What follows belongs to an exercise in optimizing a design on an open flow for small area; a production flow would make more cautious choices. The RTL was checked by simulation tests, not by an equivalence proof against the original design. Power is estimated from default activity; no workload was simulated.

==> flow/design.v (excerpt) <==
module alu16(clk, rst, a, b, ctrl, res, R15);
	input clk, rst;
	input [15:0] a, b;
	input [3:0] ctrl;
	output reg [15:0] res;
	output reg [15:0] R15;
	wire [15:0] sum, quo, rem;
	wire [31:0] pn;
	reg [15:0] res_d, R15_d;
	ALU u_alu(.a(a), .b(b), .ctrl(ctrl), .sum(sum), .pn(pn), .quo(quo), .rem(rem));
	always @(*) begin
		res_d = res;
		R15_d = R15;
		case (ctrl)
			4'd0, 4'd1: res_d = sum;
			4'd2: {R15_d, res_d} = ~pn;
			4'd3: begin res_d = quo; R15_d = rem; end
			4'd4: res_d = a & b;
			4'd5: res_d = a | b;
			default: ;
		endcase
	end
	always @(posedge clk, negedge rst) begin
		if (~rst) begin
			res <= 16'h0000;
			R15 <= 16'h0000;
		end
		else begin
			res <= res_d;
			R15 <= R15_d;
		end
	end
endmodule
Size: about 1800 cells after synthesis, about 32 flip-flops, ~70 I/O pins, about 0.014 mm² of cells after synthesis.
==> flow/config.mk <==
export PLATFORM = sky130hd
export DESIGN_NAME = alu16
export DESIGN_NICKNAME = alu16
export VERILOG_FILES = /design/flow/design.v
export SDC_FILE = /design/flow/constraint.sdc
export NUM_CORES = 4
export LEC_CHECK = 0
export CAP_MARGIN = 20
export CORE_MARGIN = 2
export CORE_UTILIZATION = 40
export SETUP_SLACK_MARGIN = -1.0
export SLEW_MARGIN = 20
export SYNTH_HIERARCHICAL = 1
export SYNTH_MINIMUM_KEEP_SIZE = 0
==> flow/constraint.sdc <==
create_clock -name core_clock -period 40.0 [get_ports {clk}]
set_input_delay 8.0000 -clock core_clock [delete_from_list [all_inputs] [get_ports {clk}]]
set_output_delay 8.0000 -clock core_clock [all_outputs]
set_load 0.01 [all_outputs]
standard.sh (not shown) runs the stock make flow with config.mk's settings and CLKGATE_MAP_FILE= SYNTH_SCRIPT=/design/flow/synth_recipe.tcl, a recipe that flattens the netlist after the stock synthesis.
==> flow/flow/run.sh <==
#!/bin/bash
cp standard.sh standard_sh_copy.txt
export BUFFER_PORTS_ARGS="-buffer_cell sky130_fd_sc_hd__buf_1"
bash standard.sh > standard.log 2>&1
==> next run, changes <==
Settings changed: SETUP_SLACK_MARGIN -1.0 to -1.5.
Synthesized cell count stays the same.
Power went down by 1.1%.
Non-clock buffer count went down by 7.
Clock skew does not change.
Routed wire length went down by 2.2%.

---

alu16, a different RTL version from the one above (not shown whole).
Size in the first run: ~1800 cells after synthesis, roughly 0.014 mm2 of cells after synthesis.
clock: 40.0 ns
lec_check: 0
cap_margin: 20
core_margin: 2
core_utilization: 40
place_density: 0.75
setup_slack_margin: -1.0
slew_margin: 20
synth_hierarchical: 1
synth_minimum_keep_size: 0
Scripts as last shown in full above: flow/flow/run.sh
The first run completed without violations.
Rerun with:
- CORE_UTILIZATION: 40 -> 30
- PLACE_DENSITY: 0.75 -> not set
The new run completed without violations.
Cell area rises by 1.7%.
Global-route usage falls by 4.8 points.
Total power rises by about 4%.
Register-to-register slack stays flat.
Sequential share of layout area hardly moves.
Area after synthesis stays the same.
Worst setup slack improved by 280 ps.
Utilization falls by 11 points.
Non-clock buffer count rises by 18.
Clock-buffer cell count does not change.
Routed wire length rises by 4.4%.
Rerun with:
- CORE_UTILIZATION: 30 -> 40
- CTS_BUF_LIST: not set -> sky130_fd_sc_hd__clkbuf_8
- PLACE_DENSITY: not set -> 0.5
Routed wire length drops slightly. Design area goes down slightly. Sequential power went down by a few percent. Power shrinks by a few percent. Final cell count came out lower by a few percent. Worst setup slack improved by 380 ps. Synthesized area does not change. Hold slack hardly moves.
Rerun with:
- PLACE_DENSITY: 0.5 -> not set
- TNS_END_PERCENT: not set -> 0
Effect:
- clock skew does not change
- synthesized area does not change
- cell area goes down by about 0.9%
- critical path depth drops by 1
Rerun with:
- SETUP_SLACK_MARGIN: -1.0 -> -1.25
- TNS_END_PERCENT: 0 -> not set
Effect: Synthesized area is unchanged; global-route usage stays the same; sequential share of layout area stays flat; power stays flat; count of clock-buffer cells in the layout stays the same; core utilization hardly moves; final cell count is about the same; cell area hardly moves; wire length is about the same; sequential power is about the same; non-clock buffer count went down by 1.

---

Starting RTL as in the previous note.
Settings: LEC_CHECK=0, CAP_MARGIN=20, CORE_MARGIN=2, CORE_UTILIZATION=40, CTS_BUF_LIST=sky130_fd_sc_hd__clkbuf_8, CTS_CLUSTER_SIZE=12, SETUP_SLACK_MARGIN=-1.0, SLEW_MARGIN=20, SYNTH_HIERARCHICAL=1, SYNTH_MINIMUM_KEEP_SIZE=0; clock period 40.0 ns.
Scripts as last shown in full above: flow/flow/run.sh
Edit:
--- a/flow/config.mk
+++ b/flow/config.mk
@@ -9,5 +9,4 @@
 export CORE_MARGIN = 2
-export CORE_UTILIZATION = 40
+export CORE_UTILIZATION = 35
 export CTS_BUF_LIST = sky130_fd_sc_hd__clkbuf_8
-export CTS_CLUSTER_SIZE = 12
 export SETUP_SLACK_MARGIN = -1.0
Result:
- synthesized area stays the same
- die area went up by roughly a tenth
- setup slack improved by 0.048 ns
- design area rises slightly
Edit:
--- a/flow/config.mk
+++ b/flow/config.mk
@@ -9,4 +9,3 @@
 export CORE_MARGIN = 2
-export CORE_UTILIZATION = 35
-export CTS_BUF_LIST = sky130_fd_sc_hd__clkbuf_8
+export CORE_UTILIZATION = 40
 export SETUP_SLACK_MARGIN = -1.0
Worst setup slack got worse by 0.16 ns.
Sequential power is about the same.
Global-route usage rises by 3.3 points.
Edit:
--- a/flow/config.mk
+++ b/flow/config.mk
@@ -10,2 +10,4 @@
 export CORE_UTILIZATION = 40
+export CTS_BUF_LIST = sky130_fd_sc_hd__clkbuf_8
+export GPL_ROUTABILITY_DRIVEN = 0
 export SETUP_SLACK_MARGIN = -1.0
Outcome: Routed wire length is about the same. Final cell count does not change. Cell area is lower slightly. Sequential power stays flat. Synthesized area stays the same. Worst hold slack gains 0.0064 ns. Setup slack gains 0.12 ns.
Edit:
--- a/flow/config.mk
+++ b/flow/config.mk
@@ -10,4 +10,3 @@
 export CORE_UTILIZATION = 40
-export CTS_BUF_LIST = sky130_fd_sc_hd__clkbuf_8
-export GPL_ROUTABILITY_DRIVEN = 0
+export GPL_TIMING_DRIVEN = 0
 export SETUP_SLACK_MARGIN = -1.0
Core utilization climbs by 2.4 points.
Area after synthesis stays the same.
Combinational power climbs by about 20%.

---

Starting RTL as in the previous note.
Settings: LEC_CHECK=0, CAP_MARGIN=20, CORE_MARGIN=2, CORE_UTILIZATION=40, CTS_BUF_LIST=sky130_fd_sc_hd__clkbuf_8, SETUP_SLACK_MARGIN=-1.0, SLEW_MARGIN=20, SYNTH_HIERARCHICAL=1, SYNTH_MINIMUM_KEEP_SIZE=0; clock period 40.0 ns.
==> flow/flow/run.sh <==
#!/bin/bash
cp standard.sh standard_sh_copy.txt
export BUFFER_PORTS_ARGS="-buffer_cell sky130_fd_sc_hd__buf_1"
export SKIP_GATE_CLONING=1
bash standard.sh > standard.log 2>&1
The starting point finished with timing, DRC and antenna clean.
==> next run, changes <==
--- a/flow/flow/run.sh
+++ b/flow/flow/run.sh
@@ -4 +3,0 @@
-export SKIP_GATE_CLONING=1
=> The changed run finished clean; clock power is about the same; count of clock-buffer cells in the layout is unchanged; wire length does not change; die area is unchanged; synthesized cell count does not change; core utilization does not change; final cell count does not change; total power is unchanged; hold slack is unchanged; via count does not change; final area does not change.

## re-timing with driven ports
The flow's constraints put no driver on any port. The routed layouts listed below were extracted and timed again, unchanged, in two steps.
Step 1 sets driving cells, clkbuf_16 on the clock port and buf_2 on the other inputs (assumed; they add their load-dependent delay and slew).
Step 2 also shifts input and output timing later by t, the mid clock arrival at the registers, as if the neighbouring blocks saw the same clock.
Three values: ideal ports, drivers, drivers and shift; two values: the first two.
run	t (ns)	slack for setup (ns)	hold slack, ns	pins driven straight from the clock port
the first run of note 1	0.330	1.144 / 1.150 / 0.820	0.476 / 0.476 / 0.476	1
the second run of note 1	0.326	0.730 / 0.747 / 0.421	0.476 / 0.476 / 0.476	1
the first run of note 2	0.330	0.865 / 0.796 / 0.466	0.484 / 0.484 / 0.484	1
the second run of note 2	0.338	1.148 / 1.120 / 0.783	0.481 / 0.481 / 0.481	1
the third run of note 2	0.355	1.526 / 1.531 / 1.176	0.483 / 0.483 / 0.483	1
the fourth run of note 2	0.343	1.276 / 1.289 / 0.946	0.495 / 0.495 / 0.495	1
the fifth run of note 2	0.347	1.112 / 1.096 / 0.749	0.495 / 0.495 / 0.495	1
the first run of note 3	0.343	1.276 / 1.289 / 0.946	0.495 / 0.495 / 0.495	1
the second run of note 3	0.345	1.324 / 1.341 / 0.997	0.480 / 0.480 / 0.480	1
the third run of note 3	0.333	1.161 / 1.181 / 0.848	0.489 / 0.489 / 0.489	1
the fourth run of note 3	0.343	1.276 / 1.289 / 0.946	0.495 / 0.495 / 0.495	1
the fifth run of note 3	0.334	1.096 / 1.119 / 0.785	0.482 / 0.482 / 0.482	1
the first run of note 4	0.343	1.276 / 1.289 / 0.946	0.495 / 0.495 / 0.495	1
the second run of note 4	0.343	1.276 / 1.289 / 0.946	0.495 / 0.495 / 0.495	1
After both steps every run listed still meets setup and hold. For the first run of note 2, which loses most, drivers alone change the setup slack by -0.069 ns; drivers and shift together by -0.399 ns.
